Context: an optimization exercise on an open-source flow, tuned for small area, a short achievable clock period and few clock cycles. The choices shown serve that exercise and are no tape-out recipe. No functional check of the RTL was part of any run shown here.

===== flow/constraint.sdc =====
create_clock -name core_clock -period 10.0 [get_ports {clock}]
set_input_delay 2.0000 -clock core_clock [delete_from_list [all_inputs] [get_ports {clock}]]
set_output_delay 2.0000 -clock core_clock [all_outputs]
set_load 0.01 [all_outputs]

===== flow/design.v =====
`timescale 1ps/1ps
module exponent (clock, reset_n, enable, x, a, p, ready); 
    input logic clock, reset_n, enable;
    input logic [31:0] x, a;
    output logic [31:0] p;
    output logic ready;
    logic [31:0] base, exp;
    enum {IDLE, COMPUTE, DONE} state;
    always @(posedge clock) begin
        if (!reset_n) begin
            state <= IDLE;
            p <= 1;
            ready <= 0;
        end else case (state)
            IDLE: begin
                ready <= 1;
                base <= 32'd0;
                exp <= 32'd0;
                if (enable) begin
                    ready <= 0;  
                    state <= COMPUTE;
                    p <= 1;
                    base <= x;
                    exp <= a;
                end else begin
                    state <= IDLE;
                end
            end
            COMPUTE: begin
                if (exp != 0) begin
                    p <= p * base;
                    exp <= exp - 32'd1;
                    state <= COMPUTE;
                end else begin
                    state <= DONE;
                end
            end
            DONE: begin
                if (!ready) begin
                    ready <= 1; 
                    state <= DONE;
                end else begin
                    state <= IDLE;
                end 
            end
        endcase
    end
endmodule

===== flow/run.sh =====
#!/bin/bash
# synth_recipe.tcl (not shown) runs the flow's synth.tcl, then flattens the netlist and writes it again
# the make line also repeats each setting of config.mk as NAME=value (left out here)
make -C /OpenROAD-flow-scripts/flow DESIGN_CONFIG=/design/flow/config.mk WORK_HOME=/design/flow/orfs CLKGATE_MAP_FILE= SYNTH_SCRIPT=/design/flow/synth_recipe.tcl finish

===== flow/config.mk =====
export PLATFORM = sky130hd
export DESIGN_NAME = exponent
export DESIGN_NICKNAME = exponent
export VERILOG_FILES = /design/flow/design.v
export SDC_FILE = /design/flow/constraint.sdc
export NUM_CORES = 4
export LEC_CHECK = 0
export CAP_MARGIN = 20
export CORE_MARGIN = 2
export CORE_UTILIZATION = 40
export PLACE_DENSITY = 0.6
export SLEW_MARGIN = 20

==> flow_summary_export.csv, run 1 <==
group,metric,value,unit
cts,htreeDepth,3,
cts,cts_buffer_depth,2,
routing,vias,14261,
worst_hold_path,hold_path_class,"register to register",
layout,stdcell_count,2825,
synthesis,syn_nets,2725,
global_routing,grt-ovfl-total,0,
routing,ant_nets,0,
synthesis,seq_area_frac_synth,0.131,
cts,clock_sinks,99,
worst_setup_path,end_kind,"register",
global_routing,track_usage,0.227,
global_routing,grt_first_pass_wirelength,90.7,mm
layout,syn2layout_area_growth,9.61,%
timing,fin_setup_tns,0,ns
layout,fillers,4820,
routing,drt_iter0_drc,812,
die,die-area,51900,um2
worst_setup_path,crit_type,"register to register",
timing,period_share,0.824,
run_status,outcome,"finished clean",
cts,cts-root-buf,"clkbuf_16",
global_routing,top_usage_layer,"met2",
global_routing,use_met1,0.290,
synthesis,netlist_area,20000,um2
worst_setup_path,cp_common_cell,"fa_1",
layout,layout-drive-gt1-share,0.0256,
layout,fin_nets,2750,
synthesis,synth_edf_count,64,
synthesis,synth-async-reset-ratio,0,
global_routing,antenna_found_initial,1,
synthesis,postSynthCellCount,2122,
place,portBuffers,99,
die,num_rows,82,
worst_setup_path,worstPathMaxFanout,29,
routing,wl,55.9,mm
timing,period_minus_slack,8.24,ns
run,cap_violations,0,
die,die_w,228,um
place,gp_congestion,0.898,
place,dp_hpwl,43.9,mm
routing,drtPass1Iterations,5,
worst_setup_path,required,10.29,ns
place,place_inst,2807,
routing,drc_errors,0,
worst_setup_path,slowest_delay,1.03,ns
timing,finalClockSkew,0.0197,ns
worst_setup_path,crit_family,"adder cells",
worst_setup_path,crit_buf_inv,4,
routing,wl_per_cell,19.8,um
synthesis,synth_flop_cell,"edfxtp_1",
cts,cts_buffers,9,
cts,clock_latency,0.40,ns
timing,relSlewSlack,0.246,
place,post_dp_cell_area,21600,um2
cts,cts_hold_buf,0,
synthesis,syn_area_per_cell,9.44,um2
timing,setup_violations,0,
cts,postCtsSetupBuffers,0,
worst_setup_path,critPathSlowestCell,"edfxtp_1",
synthesis,yosys_warnings,1,
timing,worst_slack,1.76,ns
place,pre_cts_slack,1.71,ns
timing,rsz0062_at_grt,"false",
timing,tightestPinTransition,1.13,ns
die,start_util,0.403,
worst_setup_path,arrival,8.53,ns
timing,final-max-slew-violation-count,0,
cts,cts_tree,"yes",
worst_setup_path,cp-start-kind,"register",
global_routing,gr-usage-met3,0.0356,
timing,fmax,121,MHz
die,num_io_pins,100,
die,coreArea,49800,um2
worst_setup_path,path_cells,"and2_1 > fa_1 > inv_1 > fa_1 > fa_1 > fa_1 > inv_1 > fa_1 > inv_1 > fa_1 > inv_1 > fa_1 > fa_1 > ha_1 > and3_1 > a221o_1 > a31o_2 > a221oi_1 > o21ai_0 > a21oi_1 > o21ai_0 > xor2_1 > a22o_1",
timing,hold_viol_final,0,
synthesis,synth_seq_cells,99,
cts,cts.clk_slew.worst_paths,0.08,ns
synthesis,synthDistinctLibCells,54,
cts,cts_resized,0,
global_routing,grt_max_degree,38,
routing,viasPerCell,5.05,
global_routing,grt_pass1_vias,16117,
layout,final_area,22000,um2
global_routing,met2_usage,0.385,
die,die_h,228,um
[per-layer routing]
| layer | part of all wire | wire [um] |
|---|---|---|
| met5 | 0 | 0 |
| met4 | 0.042 | 2350 |
| met3 | 0.060 | 3330 |
| met2 | 0.49 | 27100 |
| met1 | 0.41 | 23100 |
[logic make-up (layout without fill, tap and decap cells)]
family,count (synthesis),count (layout),synth area share
and+or+nand+nor,732,732,0.191
muxes,2,2,0.000999
adders and majority gates,536,536,0.487
xor gates and xnor gates,111,111,0.0485
AOI/OAI and AO/OA,142,142,0.0467
other,0,1,0
DFF,99,99,0.131
buffers and inverters,500,530,0.0943
[state kept, by name, summed over array words and instances, names as in the netlist]
name	count
base	32
exp	32
p	32
state	2
ready	1
[stage by stage]
step | hold WS [ns] | utilization
floorplan | 0.508 | -
global placement | 0.453 | 0.435
detailed placement | 0.463 | 0.435
CTS | 0.475 | 0.441
global route | 0.518 | 0.441
finish | 0.469 | 0.441
[placed cells by master (no fill, tap or decap), drive strengths merged, types with 9 or more instances in the layout]
cell and count:
nor3 16, a21o 10, edfxtp 64, a21oi 25, clkbuf 9, clkdlybuf4s50 99, nand2 279, a22o 14
ha 128, o21ai 42, inv 390, nor2 24, fa 408, xor2 26, nand3 23, a21boi 22
dfxtp 35, and2 346, buf 27, xnor2 85
[path summary, 6_finish.rpt]
check                           startpoint  endpoint  slack (ns)  cells after the start
worst max register to register     base[3]     p[30]        1.76                     23
worst max-delay path               base[3]     p[30]        1.76                     23
worst min-delay path                  p[5]      p[5]        0.47                      2
worst min register to register        p[5]      p[5]        0.47                      2
[final cells by class]
type	instances	area, um2	area share
repair buffers	126	1200	0.0547
multi-input cells	1523	15500	0.707
clock inverters	7	88.8	0.00404
well taps	672	841	0.0383
clock buffers	9	225	0.0103
diodes	1	2.50	0.000114
flip-flops and latches	99	2620	0.119
inverters	388	1460	0.0663
[synth_stat cells, types with 2 or more instances]
cell type	instances	area (um2)
xnor2_1	85	744
o21bai_1	3	22.5
ha_1	128	1600
nand3_1	23	115
a21oi_1	25	125
buf_2	5	25.0
nor2_1	24	90.1
nor3_1	16	80.1
and2_1	346	2160
clkbuf_1	105	394
mux2i_1	2	20.0
or2_2	2	12.5
nand2_1	279	1050
a211oi_1	2	15.0
a22o_1	14	123
a221o_1	2	20.0
and3_1	5	31.3
fa_1	408	8170
o21a_1	7	52.6
nand3b_1	2	15.0
nor2b_1	7	43.8
or4_4	3	33.8
a21boi_0	22	165
nand2b_1	6	37.5
inv_1	388	1460
xor2_1	26	228
a31o_2	3	26.3
edfxtp_1	64	1920
dfxtp_1	35	701
or3_1	4	25.0
and4_1	2	17.5
a32o_1	2	20.0
a21o_1	10	75.1
o21ai_0	41	205
nor4_1	6	37.5
o211ai_1	2	15.0
[worst register-to-register path, stage by stage, from the launching register on]
cell and delay (ns):
edfxtp_1 1.03, and2_1 0.29, fa_1 0.42, inv_1 0.08, fa_1 0.42, fa_1 0.47
fa_1 0.54, inv_1 0.05, fa_1 0.50, inv_1 0.06, fa_1 0.53, inv_1 0.05
fa_1 0.49, fa_1 0.41, ha_1 0.34, and3_1 0.23, a221o_1 0.29, a31o_2 0.25
a221oi_1 0.66, o21ai_0 0.28, a21oi_1 0.27, o21ai_0 0.14, xor2_1 0.15, a22o_1 0.19
==> run 2: changes to the inputs <==
==> flow/design.v (replaced) <==
`timescale 1ps/1ps
module exponent (clock, reset_n, enable, x, a, p, ready);
    input logic clock, reset_n, enable;
    input logic [31:0] x, a;
    output logic [31:0] p;
    output logic ready;
    logic [31:0] b;       
    logic [30:0] e;       
    logic busy, mulph;
    wire [31:0] m = (mulph ? p : b) * b;
    always @(posedge clock) begin
        if (!reset_n) begin
            busy <= 1'b0;
            ready <= 1'b0;
        end else if (busy) begin
            if (mulph) begin
                p <= m;
                e <= e >> 1;
                mulph <= 1'b0;
                if (e[30:1] == 31'd0) begin
                    busy <= 1'b0;
                    ready <= 1'b1;
                end
            end else if (e == 31'd0) begin
                busy <= 1'b0;
                ready <= 1'b1;
            end else begin
                b <= m;
                if (e[0]) mulph <= 1'b1;
                else e <= e >> 1;
            end
        end else if (!ready) begin
            ready <= 1'b1;
        end else if (enable) begin
            ready <= 1'b0;
            busy <= 1'b1;
            mulph <= 1'b0;
            p <= a[0] ? x : 32'd1;
            b <= x;
            e <= a[31:1];
        end
    end
endmodule
==> run 2 against run 1 <==
- area after synthesis up 1.6%
- sequential cell count is 1 lower
- die area up 1.5%
- core utilization is 0.33 points higher
- clock-buffer cell count unchanged
- critical path type unchanged
- largest cell class unchanged
==> flow_summary_export.csv, run 2 <==
group,metric,value,unit
place,post_dp_cell_area,22000,um2
routing,wl,60.1,mm
worst_hold_path,hold_path_class,"register to register",
layout,final_cell_mix,"408 x fa_1, 402 x inv_1, 302 x and2_1",
cts,cts_buffer_depth,2,
worst_setup_path,critPathSlowestCell,"edfxtp_1",
timing,tightestPinTransition,0.904,ns
routing,wl_met3,4.50,mm
synthesis,yosysTopAreaCell,"fa_1",
worst_setup_path,arrival,8.97,ns
place,dp_hpwl,45.8,mm
synthesis,yosys_warnings,1,
timing,period_minus_slack,8.87,ns
die,num_io_pins,100,
place,portBuffers,99,
cts,cts_hold_buf,0,
die,die_h,230,um
synthesis,netlist_top_cells_count,"408 x fa_1, 402 x inv_1, 302 x and2_1, 274 x nand2_1, 123 x ha_1",
die,die_w,230,um
synthesis,postSynthCellCount,2096,
layout,final_common_cell,"fa_1",
worst_hold_path,hold_path_startpoint,"ready",
cts,cts.clk_slew.worst_paths,0.08,ns
cts,cts_resized,0,
synthesis,synth_edf_count,96,
global_routing,antenna_found_initial,3,
worst_setup_path,cp-start-kind,"register",
global_routing,track_usage,0.237,
cts,postCtsSetupBuffers,0,
routing,drtPass1Iterations,5,
synthesis,yosys-top-cells-area,"fa_1 40%, edfxtp_1 14%, and2_1 9.3%",
synthesis,synth_flop_cell,"edfxtp_1",
worst_setup_path,cp-startpoint,"mulph",
timing,fmax,113,MHz
die,num_rows,82,
synthesis,syn_area_per_cell,9.71,um2
worst_setup_path,crit_type,"register to register",
worst_setup_path,crit_family,"adder cells",
cts,clock_latency,0.36,ns
global_routing,grt_max_degree,57,
die,die-area,52700,um2
synthesis,netlist_area,20400,um2
worst_setup_path,r2r-start,"mulph",
layout,reg_top3,"b: 32 flops, p: 32 flops, e: 31 flops",
synthesis,syn_nets,2694,
worst_setup_path,crit_buf_inv,3,
layout,fin_util,0.445,
layout,final_area,22300,um2
synthesis,synth_seq_cells,98,
cts,cts-root-buf,"clkbuf_16",
timing,relSlewSlack,0.397,
worst_setup_path,required,10.11,ns
routing,top_layer,"met5",
synthesis,seq_area_frac_synth,0.144,
run,cap_violations,0,
routing,ant_nets,0,
routing,wl_met2,27.7,mm
routing,wl_met1,26.4,mm
die,coreArea,50200,um2
synthesis,yosysMostFrequentCell,"fa_1",
global_routing,grt-ovfl-total,0,
timing,rsz0062_at_grt,"false",
global_routing,grt_pass1_vias,15760,
synthesis,synth.top_cell.area_share,0.401,
global_routing,grt_first_pass_wirelength,94.6,mm
cts,cts_buffers,9,
routing,vias,14509,
synthesis,synthDistinctLibCells,57,
die,start_util,0.406,
timing,fin_hold_ws,0.482,ns
timing,period_share,0.887,
timing,setup_violations,0,
routing,drt_iter0_drc,1096,
cts,clock_sinks,98,
layout,fin_nets,2723,
worst_setup_path,path_cells,"buf_4 > mux2_2 > and2_1 > fa_1 > fa_1 > inv_1 > fa_1 > fa_1 > inv_1 > ha_1 > ha_1 > fa_1 > fa_1 > ha_1 > a21o_1 > a221oi_1 > nand2_1 > nor2_1 > o21ai_0 > a21boi_0 > o21ai_0 > xnor2_1 > o21ai_0",
worst_setup_path,cp_common_cell,"fa_1",
worst_setup_path,slowest_delay,0.85,ns
run_status,outcome,"finished clean",
timing,finalClockSkew,0.0129,ns
worst_setup_path,ff2ff_setup_slack,1.13,ns
cts,htreeDepth,3,
routing,wl_per_cell,21.4,um
timing,hold_viol_final,0,
timing,fin_setup_tns,0,ns
worst_setup_path,worstPathMaxFanout,30,
layout,layout-drive-gt1-share,0.0432,
cts,cts_tree,"yes",
timing,final-max-slew-violation-count,0,
synthesis,synth-async-reset-ratio,0,
worst_setup_path,end_kind,"register",
place,gp_congestion,0.921,
routing,drc_errors,0,
routing,viasPerCell,5.17,
layout,syn2layout_area_growth,9.63,%
run 2: worst register-to-register path, cell delays in order (launching register included):
cell,delay (ns)
edfxtp_1,0.85
buf_4,0.44
mux2_2,0.72
and2_1,0.34
fa_1,0.39
fa_1,0.38
inv_1,0.11
fa_1,0.44
fa_1,0.52
inv_1,0.05
ha_1,0.27
ha_1,0.29
fa_1,0.52
fa_1,0.44
ha_1,0.38
a21o_1,0.19
a221oi_1,0.48
nand2_1,0.13
nor2_1,0.32
o21ai_0,0.22
a21boi_0,0.44
o21ai_0,0.21
xnor2_1,0.36
o21ai_0,0.12
run 2: metal layers:
metal  track usage  vias up
met2         0.386      548
li1              -     6365
met1         0.332     7506
met5             0        -
met4        0.0586        2
met3        0.0360       88
run 2: cells by family (layout without fill, tap and decap cells):
group | after synthesis | after routing | synth area share
flops | 98 | 98 | 0.144
xor+xnor | 84 | 84 | 0.0376
fa+ha+maj | 531 | 531 | 0.477
other cells | 0 | 2 | 0
buf+inv | 508 | 542 | 0.0951
mux | 66 | 66 | 0.0358
compound gates | 140 | 140 | 0.0451
simple gates | 669 | 669 | 0.166
run 2: area by class of cell:
class	instances	area, um2
antenna	2	5.00
clock inverter	7	95.1
fill	4855	27900
timing repair buffer	122	1190
clock buffer	9	225
multi-input combinational	1490	15500
sequential	98	2930
inverter	404	1520
tap	672	841
run 2: worst paths after layout:
kind,to,depth (start not counted)
max reg2reg,b[23],23
max,b[23],23
min,ready,2
min reg2reg,ready,2
run 2: through the flow:
step / std cells / setup WS (ns)
floorplan: 2096 / 2.59
global route: 2802 / 0.954
detailed placement: 2786 / 1.37
CTS: 2802 / 1.31
global placement: 2784 / 1.49
finish: 2804 / 1.13
==> run 3: changes to the inputs <==
==> flow/design.v (replaced) <==
`timescale 1ps/1ps
module exponent (clock, reset_n, enable, x, a, p, ready);
    input logic clock, reset_n, enable;
    input logic [31:0] x, a;
    output logic [31:0] p;
    output logic ready;
    logic [31:0] b;       
    logic [30:0] e;       
    logic busy;
    wire [31:0] sq_in = busy ? b : x;
    wire [31:0] sq = sq_in * sq_in;
    wire [31:0] pr = p * b;
    always @(posedge clock) begin
        if (!reset_n) begin
            busy <= 1'b0;
            ready <= 1'b0;
        end else if (busy) begin
            if (e[0]) p <= pr;
            b <= sq;
            e <= e >> 1;
            if (e[30:1] == 31'd0) begin
                busy <= 1'b0;
                ready <= 1'b1;
            end
        end else if (!ready) begin
            ready <= 1'b1;
        end else if (enable) begin
            ready <= 1'b0;
            busy <= 1'b1;
            p <= a[0] ? x : 32'd1;
            b <= sq;
            e <= a[31:1];
        end
    end
endmodule
==> run 3 against run 2 <==
- critical endpoint is now b[31]
- die area grew 57%
- critical path type is now input pin to register
- cell count grew 60%
- global-route usage decreased by 0.27 points
- worst hold slack better by 0.098 ns
- critical path depth increased by 5
- core utilization down 0.45 points
- clock-buffer cell count did not move
- non-clock buffer count increased by 87
==> flow_summary_export.csv, run 3 <==
group,metric,value,unit
routing,wl,92.2,mm
worst_hold_path,hold_depth,1,
worst_setup_path,end_kind,"register",
run,cap_violations,0,
synthesis,netlist_area,32300,um2
routing,viasPerCell,5.02,
layout,layout-drive-gt1-share,0.0585,
worst_hold_path,hold_path_startpoint,"e[9]",
synthesis,synth_flop_cell,"edfxtp_1",
place,portBuffers,99,
synthesis,yosys_warnings,1,
die,start_util,0.403,
die,die-area,83000,um2
layout,final_cell_mix,"835 x inv_1, 747 x fa_1, 327 x nand2_1",
global_routing,grt_pass1_vias,24740,
die,num_rows,104,
layout,top_register,"p",
worst_setup_path,cp_num_cells,28,
layout,diodes,0,
routing,drt_iter0_drc,1497,
timing,fin_setup_tns,0,ns
cts,cts_hold_buf,0,
timing,period_share,0.959,
worst_setup_path,crit_buf_inv,7,
timing,tightestPinTransition,1.07,ns
worst_setup_path,reg2reg_depth,25,
cts,cts-root-buf,"clkbuf_16",
synthesis,syn_area_per_cell,9.68,um2
cts,cts_buffers,9,
timing,setup_violations,0,
routing,vias,22566,
layout,final_common_cell,"inv_1",
routing,ant_nets,0,
cts,htreeDepth,3,
synthesis,synthDistinctLibCells,66,
global_routing,grt_first_pass_wirelength,147,mm
timing,period_minus_slack,9.59,ns
die,coreArea,80200,um2
global_routing,track_usage,0.234,
layout,reg_top3,"p: 32 flops, b: 31 flops, e: 31 flops",
run_status,outcome,"finished clean",
routing,drtPass1Iterations,7,
die,die_h,288,um
layout,fin_util,0.440,
synthesis,yosysMostFrequentCell,"inv_1",
timing,hold_viol_final,0,
worst_setup_path,cp-start-kind,"input pin",
synthesis,netlist_top_cells_count,"836 x inv_1, 747 x fa_1, 327 x nand2_1, 322 x and2_1, 273 x ha_1",
synthesis,postSynthCellCount,3333,
synthesis,synth.top_cell.area_share,0.463,
synthesis,synth_edf_count,94,
layout,syn2layout_area_growth,9.35,%
cts,cts_buffer_depth,2,
cts,clock_latency,0.37,ns
worst_setup_path,crit_type,"input pin to register",
global_routing,grt_max_degree,63,
routing,wl_per_cell,20.5,um
cts,cts_resized,0,
layout,largest_reg_flops,32,
die,num_io_pins,100,
timing,fmax,104,MHz
worst_setup_path,cp_common_cell,"fa_1",
worst_setup_path,required,10.11,ns
cts,cts.clk_slew.worst_paths,0.08,ns
timing,fin_hold_ws,0.581,ns
synthesis,yosys-top-cells-area,"fa_1 46%, ha_1 11%, inv_1 9.7%",
cts,clock_sinks,96,
synthesis,syn_nets,4420,
place,pre_cts_slack,0.0930,ns
global_routing,antenna_found_initial,3,
cts,cts_tree,"yes",
timing,final-max-slew-violation-count,0,
worst_setup_path,slowest_delay,0.54,ns
synthesis,seq_area_frac_synth,0.0887,
timing,worst_slack,0.406,ns
timing,finalClockSkew,0.0195,ns
worst_setup_path,worstPathMaxFanout,6,
place,gp_congestion,0.929,
synthesis,synth-async-reset-ratio,0,
layout,fin_nets,4517,
global_routing,grt-ovfl-total,0,
worst_setup_path,cp-startpoint,"x[6]",
worst_hold_path,hold_path_class,"register to register",
routing,drc_errors,0,
cts,postCtsSetupBuffers,0,
worst_setup_path,r2r-start,"busy",
synthesis,synth_seq_cells,96,
timing,rsz0062_at_grt,"false",
synthesis,yosysTopAreaCell,"fa_1",
place,dp_hpwl,77.1,mm
worst_setup_path,crit_family,"adder cells",
die,die_w,288,um
timing,relSlewSlack,0.283,
layout,fillers,7926,
worst_setup_path,critPathSlowestCell,"fa_1",
worst_setup_path,arrival,9.70,ns
==> run 3: cell types whose count changed after synthesis, sizes merged, moves of 20 or more <==
cell | before | now
and2 | 302 | 322
fa | 408 | 747
nand2 | 276 | 327
nor2 | 46 | 139
inv | 403 | 836
ha | 123 | 273
xnor2 | 63 | 106
==> run 3: stage by stage <==
step / instance area (um2) / instances
floorplan: 32300 / 3333
global placement: 35000 / 4478
detailed placement: 35000 / 4478
CTS: 35300 / 4494
global route: 35300 / 4495
finish: 35300 / 4495
==> run 3: cell type report <==
type / instances / area (um2) / area share
repair buffers: 209 / 1840 / 0.0520
well taps: 1060 / 1330 / 0.0376
inverters: 844 / 3170 / 0.0898
multi-input cells: 2270 / 25800 / 0.731
clock buffers: 9 / 225 / 0.00638
clock inverters: 7 / 81.3 / 0.00230
flip-flops and latches: 96 / 2870 / 0.0812
==> run 3: routing by layer <==
metal,wire (um),up-vias,GRT usage
met5,0,-,0
met4,2020,0,0.0549
met1,41100,11685,0.335
li1,-,10003,-
met2,42700,781,0.383
met3,6350,97,0.0270
==> run 3: path summary, 6_finish.rpt <==
check | slack (ns) | endpoint
setup reg to reg | 1.54 | b[31]
setup / recovery | 0.41 | b[31]
hold reg to reg | 0.58 | e[8]
hold / removal | 0.58 | e[8]
==> run 3: logic make-up (layout without fill, tap and decap cells) <==
| group | after synthesis | count (layout) | synth area share |
|---|---|---|---|
| adders and majority gates | 1020 | 1020 | 0.569 |
| buffers and inverters | 967 | 1069 | 0.113 |
| and+or+nand+nor | 866 | 866 | 0.132 |
| AOI/OAI and AO/OA | 182 | 182 | 0.0392 |
| xor gates and xnor gates | 136 | 136 | 0.0369 |
| DFF | 96 | 96 | 0.0887 |
| muxes | 64 | 64 | 0.0214 |
| other | 2 | 2 | 0.000233 |
==> run 4: changes to the inputs <==
--- a/flow/design.v
+++ b/flow/design.v
@@ -9,5 +9,37 @@
     logic busy;
-    wire [31:0] sq_in = busy ? b : x;
-    wire [31:0] sq = sq_in * sq_in;
-    wire [31:0] pr = p * b;
+    wire [31:0] s = busy ? b : x;
+    logic [31:0] sq_diag;
+    logic [31:0] sq_rows [0:14];
+    logic [31:0] sq;
+    always_comb begin
+        for (int i = 0; i < 16; i++) begin
+            sq_diag[2*i] = s[i];
+            sq_diag[2*i+1] = 1'b0;
+        end
+        for (int i = 0; i < 15; i++) sq_rows[i] = ((s >> (i+1)) & {32{s[i]}}) << (2*i+2);
+        sq = sq_diag;
+        for (int i = 0; i < 15; i++) sq = sq + sq_rows[i];
+    end
+    logic [31:0] pr_rows [0:15];
+    logic [31:0] pr_neg;
+    logic [31:0] pr;
+    always_comb begin
+        pr_neg = 32'd0;
+        for (int k = 0; k < 16; k++) begin
+            logic [2:0] d;
+            logic [31:0] m;
+            d = {b[2*k+1], b[2*k], (k == 0) ? 1'b0 : b[2*k-1]};
+            case (d)
+                3'b001, 3'b010: m = p;
+                3'b011:         m = p << 1;
+                3'b100:         m = ~(p << 1);
+                3'b101, 3'b110: m = ~p;
+                default:        m = 32'd0;
+            endcase
+            pr_rows[k] = m << (2*k);
+            pr_neg[2*k] = d[2] & ~(d[1] & d[0]);
+        end
+        pr = pr_neg;
+        for (int k = 0; k < 16; k++) pr = pr + pr_rows[k];
+    end
     always @(posedge clock) begin
==> run 4 against run 3 <==
- still clean on timing, DRC and antenna
- sequential cell count is the same
- clock-buffer cell count is 1 higher
- critical path depth fell by 7
- clock skew is 0.0069 ns lower
- core utilization fell by 0.21 points
- non-clock buffer count decreased by 48
- highest routed layer unchanged
==> flow_summary_export.csv, run 4 <==
group,metric,value,unit
run_status,outcome,"finished clean",
layout,fin_nets,3360,
die,die_h,254,um
routing,wl_per_cell,23.0,um
cts,cts_buffer_depth,2,
layout,multi_input_comb_area,19900,um2
worst_setup_path,worstPathMaxFanout,10,
global_routing,track_usage,0.261,
place,gp_congestion,0.943,
timing,fin_setup_tns,0,ns
global_routing,grt-ovfl-total,0,
layout,layout-drive-gt1-share,0.0834,
timing,period_share,0.906,
worst_setup_path,end_kind,"register",
layout,final_common_cell,"fa_1",
cts,clock_latency,0.36,ns
routing,drt_iter0_drc,1845,
timing,finalClockSkew,0.0125,ns
routing,viasPerCell,5.67,
worst_setup_path,cp_common_cell,"fa_1",
routing,vias,20230,
die,num_rows,91,
worst_setup_path,r2r-start,"busy",
die,die-area,64500,um2
die,num_io_pins,100,
worst_setup_path,crit_buf_inv,3,
worst_hold_path,hold_end,"e[12]",
timing,period_minus_slack,9.06,ns
synthesis,yosysTopAreaCell,"fa_1",
place,dp_hpwl,63.7,mm
synthesis,seq_area_frac_synth,0.115,
synthesis,synth_flop_cell,"edfxtp_1",
cts,cts_tree,"yes",
layout,syn2layout_area_growth,8.16,%
worst_setup_path,cp-start-kind,"input pin",
timing,final-max-slew-violation-count,0,
layout,final_cell_mix,"378 x fa_1, 359 x inv_1, 338 x nand2_1",
synthesis,yosys-top-cells-area,"fa_1 30%, edfxtp_1 11%, ha_1 9.3%",
worst_setup_path,path_cells,"clkdlybuf4s50_1 > nor2b_1 > a21oi_2 > clkinv_1 > nand2_1 > fa_1 > fa_1 > fa_1 > fa_1 > inv_1 > fa_1 > ha_1 > ha_1 > a2111oi_0 > o311ai_0 > a31o_2 > a21o_1 > nand2_1 > a31o_2 > o21ai_0 > xnor2_1",
layout,diodes,0,
synthesis,syn_nets,3411,
layout,fillers,6097,
routing,wl,82.1,mm
worst_setup_path,crit_type,"input pin to register",
synthesis,netlist_top_cells_count,"378 x fa_1, 360 x inv_1, 339 x nand2_1, 202 x xnor2_1, 186 x ha_1",
synthesis,syn_area_per_cell,8.99,um2
place,portBuffers,99,
timing,rsz0062_at_grt,"false",
worst_hold_path,hold_depth,1,
layout,top_register,"p",
synthesis,postSynthCellCount,2780,
layout,seqCellArea,2870,um2
worst_setup_path,reg2reg_to,"b[31]",
synthesis,yosysMostFrequentCell,"fa_1",
worst_setup_path,required,10.12,ns
cts,postCtsSetupBuffers,0,
worst_hold_path,hold_path_startpoint,"e[13]",
worst_hold_path,hold_path_class,"register to register",
routing,ant_nets,0,
global_routing,grt_pass1_vias,20939,
global_routing,grt_max_degree,70,
global_routing,antenna_found_initial,1,
synthesis,netlist_area,25000,um2
synthesis,synth_edf_count,94,
cts,cts.clk_slew.worst_paths,0.07,ns
cts,cts_resized,0,
routing,drc_errors,0,
cts,clock_sinks,96,
timing,fin_hold_ws,0.582,ns
timing,fmax,110,MHz
run,cap_violations,0,
synthesis,synth_seq_cells,96,
global_routing,grt_first_pass_wirelength,128,mm
worst_setup_path,reg2reg_depth,21,
worst_setup_path,crit_family,"adder cells",
synthesis,synth-async-reset-ratio,0,
routing,drtPass1Iterations,7,
layout,largest_reg_flops,32,
timing,setup_violations,0,
timing,tightestPinTransition,1.15,ns
worst_setup_path,ff2ff_setup_slack,1.63,ns
timing,relSlewSlack,0.232,
cts,cts_buffers,9,
synthesis,yosys_warnings,3,
layout,reg_top3,"p: 32 flops, b: 31 flops, e: 31 flops",
cts,htreeDepth,3,
layout,fin_util,0.438,
synthesis,synthDistinctLibCells,70,
synthesis,synth.top_cell.area_share,0.303,
worst_setup_path,critPathSlowestCell,"clkinv_1",
worst_setup_path,cp-startpoint,"x[13]",
worst_setup_path,slowest_delay,0.67,ns
cts,cts_hold_buf,0,
worst_setup_path,arrival,9.18,ns
die,start_util,0.405,
cts,cts-root-buf,"clkbuf_16",
timing,hold_viol_final,0,
die,die_w,254,um
die,coreArea,61700,um2
## run 4: changes by cell type after synthesis, moves of 33 or more
| cell | previous run | this run |
|---|---|---|
| inv_1 | 836 | 360 |
| fa_1 | 747 | 378 |
| and2_1 | 322 | 39 |
| xnor2_1 | 106 | 202 |
| o221a_2 | 0 | 90 |
| ha_1 | 273 | 186 |
| xor2_1 | 30 | 97 |
| clkbuf_1 | 108 | 167 |
| o21ai_0 | 38 | 82 |
| a221oi_1 | 1 | 44 |
| a21oi_1 | 34 | 68 |
| nor2_1 | 139 | 172 |
## run 4: metrics by stage
stage	setup WS (ns)	area, um2	instances
after CTS	1.03	27000	3569
after global placement	0.691	26700	3553
after global routing	0.646	27000	3571
after floorplan	2.11	25000	2780
final	0.937	27000	3571
after detailed placement	0.640	26700	3553
## run 4: cell type report
cell class / instances / area share
Clock inverter: 6 / 0.00273
Inverter: 368 / 0.0511
Tap cell: 837 / 0.0387
Sequential cell: 96 / 0.106
Timing Repair Buffer: 161 / 0.0553
Clock buffer: 10 / 0.00847
Multi-Input combinational cell: 2093 / 0.738
## run 4: routing by layer
layer / routed length, um / track usage / vias to the layer above
li1: - / - / 9060
met1: 35200 / 0.360 / 10224
met2: 38400 / 0.429 / 824
met3: 6260 / 0.0331 / 122
met4: 2270 / 0.0745 / 0
met5: 0 / 0 / -
## run 4: worst max path at each step
stage	endpoint	slack (ns)	cells after the start
final	b[31]	0.94	21
after global routing	b[31]	0.65	22
after CTS	b[31]	1.03	21
after detailed placement	b[31]	0.64	21
after global placement	b[31]	0.69	22
after floorplan	b[31]	2.11	22
## run 4: cell families (layout without fill, tap and decap cells)
group                      count (synthesis)  count (layout)  share of synthesized area
adders and majority gates                564             564                      0.396
AOI/OAI and AO/OA                        480             480                      0.148
xor gates and xnor gates                 301             301                      0.107
buffers and inverters                    591             545                     0.0909
muxes                                     44              44                     0.0193
and+or+nand+nor                          704             704                      0.125
DFF                                       96              96                      0.115
==> run 5: changes to the inputs <==
==> flow/design.v (replaced) <==
`timescale 1ps/1ps
module exponent (clock, reset_n, enable, x, a, p, ready);
    input logic clock, reset_n, enable;
    input logic [31:0] x, a;
    output logic [31:0] p;
    output logic ready;
    logic [31:0] b;       
    logic [30:0] e;       
    logic busy, mulph;
    wire [31:0] mi = mulph ? p : b;
    logic [31:0] m_o_rows [0:15];
    logic [31:0] m_o_neg;
    logic [31:0] m_o;
    always_comb begin
        m_o_neg = 32'd0;
        for (int k = 0; k < 16; k++) begin
            logic [2:0] d;
            logic [31:0] m;
            d = {b[2*k+1], b[2*k], (k == 0) ? 1'b0 : b[2*k-1]};
            case (d)
                3'b001, 3'b010: m = mi;
                3'b011:         m = mi << 1;
                3'b100:         m = ~(mi << 1);
                3'b101, 3'b110: m = ~mi;
                default:        m = 32'd0;
            endcase
            m_o_rows[k] = m << (2*k);
            m_o_neg[2*k] = d[2] & ~(d[1] & d[0]);
        end
        m_o = m_o_neg;
        for (int k = 0; k < 16; k++) m_o = m_o + m_o_rows[k];
    end
    always @(posedge clock) begin
        if (!reset_n) begin
            busy <= 1'b0;
            ready <= 1'b0;
        end else if (busy) begin
            if (mulph) begin
                p <= m_o;
                e <= e >> 1;
                mulph <= 1'b0;
                if (e[30:1] == 31'd0) begin
                    busy <= 1'b0;
                    ready <= 1'b1;
                end
            end else if (e == 31'd0) begin
                busy <= 1'b0;
                ready <= 1'b1;
            end else begin
                b <= m_o;
                if (e[0]) mulph <= 1'b1;
                else e <= e >> 1;
            end
        end else if (!ready) begin
            ready <= 1'b1;
        end else if (enable) begin
            ready <= 1'b0;
            busy <= 1'b1;
            mulph <= 1'b0;
            p <= a[0] ? x : 32'd1;
            b <= x;
            e <= a[31:1];
        end
    end
endmodule
==> run 5 against run 4 <==
- die area shrank 24%
- clock-buffer cell count grew 1
- highest routed layer unchanged
- critical endpoint is now p[29]
- via count shrank 20%
- register-to-register slack gained 0.42 ns
- area after synthesis shrank 25%
- cell count shrank 25%
- clock skew grew 0.0034 ns
- core utilization grew 1.0 points
- worst hold slack lost 0.086 ns
- non-clock buffer count is the same
- first-iteration DRC count shrank 5.4%
==> flow_summary_export.csv, run 5 <==
group,metric,value,unit
global_routing,grt_pass1_vias,16172,
worst_setup_path,crit_family,"adder cells",
timing,relSlewSlack,0.232,
timing,finalClockSkew,0.0160,ns
synthesis,yosys_warnings,2,
worst_setup_path,end_kind,"register",
routing,drt_iter0_drc,1746,
synthesis,synth_edf_count,96,
cts,cts-root-buf,"clkbuf_16",
routing,vias,16131,
worst_setup_path,critPathSlowestCell,"mux2i_4",
die,num_io_pins,100,
synthesis,seq_area_frac_synth,0.155,
die,die-area,48800,um2
timing,final-max-slew-violation-count,0,
global_routing,antenna_found_initial,0,
worst_setup_path,crit_type,"register to register",
cts,cts_buffers,9,
timing,hold_viol_final,0,
timing,fmax,126,MHz
worst_setup_path,path_cells,"mux2i_4 > buf_4 > xnor2_1 > a221oi_1 > fa_1 > fa_1 > fa_1 > inv_1 > fa_1 > fa_1 > ha_1 > ha_1 > a21o_1 > a21o_1 > a221o_1 > a21oi_1 > o21ai_0 > a21oi_1 > or4_1 > nand3_1",
routing,viasPerCell,6.03,
synthesis,syn_nets,2462,
worst_setup_path,cp_common_cell,"fa_1",
die,start_util,0.405,
cts,htreeDepth,3,
routing,wl_per_cell,24.0,um
worst_hold_path,hold_path_class,"register to register",
global_routing,track_usage,0.264,
cts,clock_sinks,98,
layout,layout-drive-gt1-share,0.0712,
layout,syn2layout_area_growth,10.7,%
worst_setup_path,arrival,8.07,ns
cts,cts.clk_slew.worst_paths,0.08,ns
timing,period_share,0.795,
layout,reg_top3,"b: 32 flops, p: 32 flops, e: 31 flops",
synthesis,postSynthCellCount,2093,
worst_setup_path,slowest_delay,0.93,ns
worst_setup_path,cp-start-kind,"register",
cts,postCtsSetupBuffers,0,
timing,period_minus_slack,7.95,ns
synthesis,synth.top_cell.area_share,0.215,
place,dp_hpwl,47.6,mm
routing,ant_nets,0,
cts,cts_tree,"yes",
place,portBuffers,99,
worst_setup_path,worstPathMaxFanout,20,
synthesis,synthDistinctLibCells,65,
routing,drc_errors,0,
synthesis,synth-async-reset-ratio,0,
cts,clock_latency,0.37,ns
synthesis,netlist_top_cells_count,"238 x nor2_1, 219 x xnor2_1, 204 x inv_1, 202 x fa_1, 175 x clkbuf_1",
routing,wl,64.2,mm
synthesis,syn_area_per_cell,8.99,um2
die,die_w,221,um
global_routing,grt-ovfl-total,0,
worst_setup_path,required,10.12,ns
synthesis,synth_flop_cell,"edfxtp_1",
layout,fillers,4484,
timing,fin_hold_ws,0.497,ns
place,place_inst,2655,
routing,drtPass1Iterations,8,
place,gp_congestion,0.901,
timing,fin_setup_tns,0,ns
timing,tightestPinTransition,1.14,ns
synthesis,synth_seq_cells,98,
layout,stdcell_count,2673,
cts,cts_hold_buf,0,
global_routing,grt_first_pass_wirelength,99.8,mm
worst_setup_path,crit_buf_inv,2,
layout,final_common_cell,"nor2_1",
layout,fin_util,0.449,
timing,setup_violations,0,
run,cap_violations,0,
cts,cts_buffer_depth,2,
global_routing,grt_max_degree,75,
synthesis,yosys-top-cells-area,"fa_1 21%, edfxtp_1 15%, xnor2_1 10%",
cts,cts_resized,0,
die,num_rows,79,
die,die_h,221,um
synthesis,yosysTopAreaCell,"fa_1",
die,coreArea,46500,um2
synthesis,yosysMostFrequentCell,"nor2_1",
layout,fin_nets,2429,
timing,rsz0062_at_grt,"false",
run_status,outcome,"finished clean",
synthesis,netlist_area,18800,um2
layout,final_cell_mix,"236 x nor2_1, 217 x xnor2_1, 204 x inv_1",
-- run 5: logic make-up (layout without fill, tap and decap cells) --
logic type               count (synthesis)  in the layout  synth area share
AO/OA/AOI/OAI                          421            421             0.172
XOR/XNOR                               300            300             0.141
adder cells (fa/ha/maj)                302            302             0.281
buffers and inverters                  410            382            0.0848
flip-flops                              98             98             0.155
multiplexers                           100            100            0.0606
other                                    0              1                 0
AND/OR/NAND/NOR                        462            462             0.105
-- run 5: stage by stage --
stage / setup slack (ns) / cell area (um2)
detailed placement: 2.15 / 20500
global placement: 2.24 / 20500
floorplan: 3.05 / 18800
global route: 1.77 / 20800
finish: 2.05 / 20800
CTS: 2.13 / 20800
-- run 5: worst reg2reg max path: cells and delay by family, from the launching register on --
kind,cells,cell delay [ns]
XOR/XNOR,1,0.11
buffers and inverters,2,0.47
AND/OR/NAND/NOR,2,0.22
flip-flops,1,0.84
multiplexers,1,0.94
AO/OA/AOI/OAI,7,1.98
adder cells (fa/ha/maj),7,3.16
-- run 5: final timing paths --
path | start | slack, ns | end | cells past startpoint
setup / recovery | b[7] | 2.05 | p[29] | 20
hold / removal | ready | 0.50 | ready | 2
setup reg to reg | b[7] | 2.05 | p[29] | 20
hold reg to reg | ready | 0.50 | ready | 2
-- run 5: final cells by class --
cell class | count | area, um2 | share of cell area
clock buffers | 11 | 243 | 0.0116
clock inverters | 5 | 85.1 | 0.00408
repair buffers | 161 | 1510 | 0.0727
multi-input cells | 1585 | 14500 | 0.698
inverters | 205 | 769 | 0.0369
diodes | 1 | 2.50 | 0.000120
flip-flops and latches | 98 | 2930 | 0.140
well taps | 607 | 759 | 0.0364
-- run 5: metal layers --
layer	part of all wire	routed length (um)	global-route usage
met5	0	0	0
met4	0.041	2610	0.103
met3	0.088	5670	0.0385
met2	0.46	29300	0.418
met1	0.41	26600	0.363

-- what the ideal ports hide --
Ports are ideal in the flow. The routed layouts listed here were re-timed in OpenROAD. Step 1, drivers: a clkbuf_16 drives clock and a buf_2 each remaining input, both assumed. Step 2 times the ports against the registers' clock, not the clock port: input delays grow and output delays shrink by t, the midpoint of the rising clock arrivals with the driver on. a / b / c = no drivers / after step 1 / after step 2; a / b = the first two.
run | shift t [ns] | setup slack, ns | slew at the worst register clock pin (ns)
run 1 | 0.450 | 1.760 / 1.760 / 1.760 | 0.10 / 0.10
run 2 | 0.396 | 1.133 / 1.133 / 1.133 | 0.08 / 0.08
run 3 | 0.414 | 0.406 / 0.406 / -0.009 | 0.08 / 0.08
run 4 | 0.412 | 0.937 / 0.961 / 0.549 | 0.08 / 0.08
run 5 | 0.410 | 2.045 / 2.045 / 2.045 | 0.08 / 0.08
With both steps, setup timing fails in run 3, where it was met with ideal ports. For run 3, which loses most, drivers alone change the setup slack by 0.000 ns; drivers and shift together by -0.415 ns.
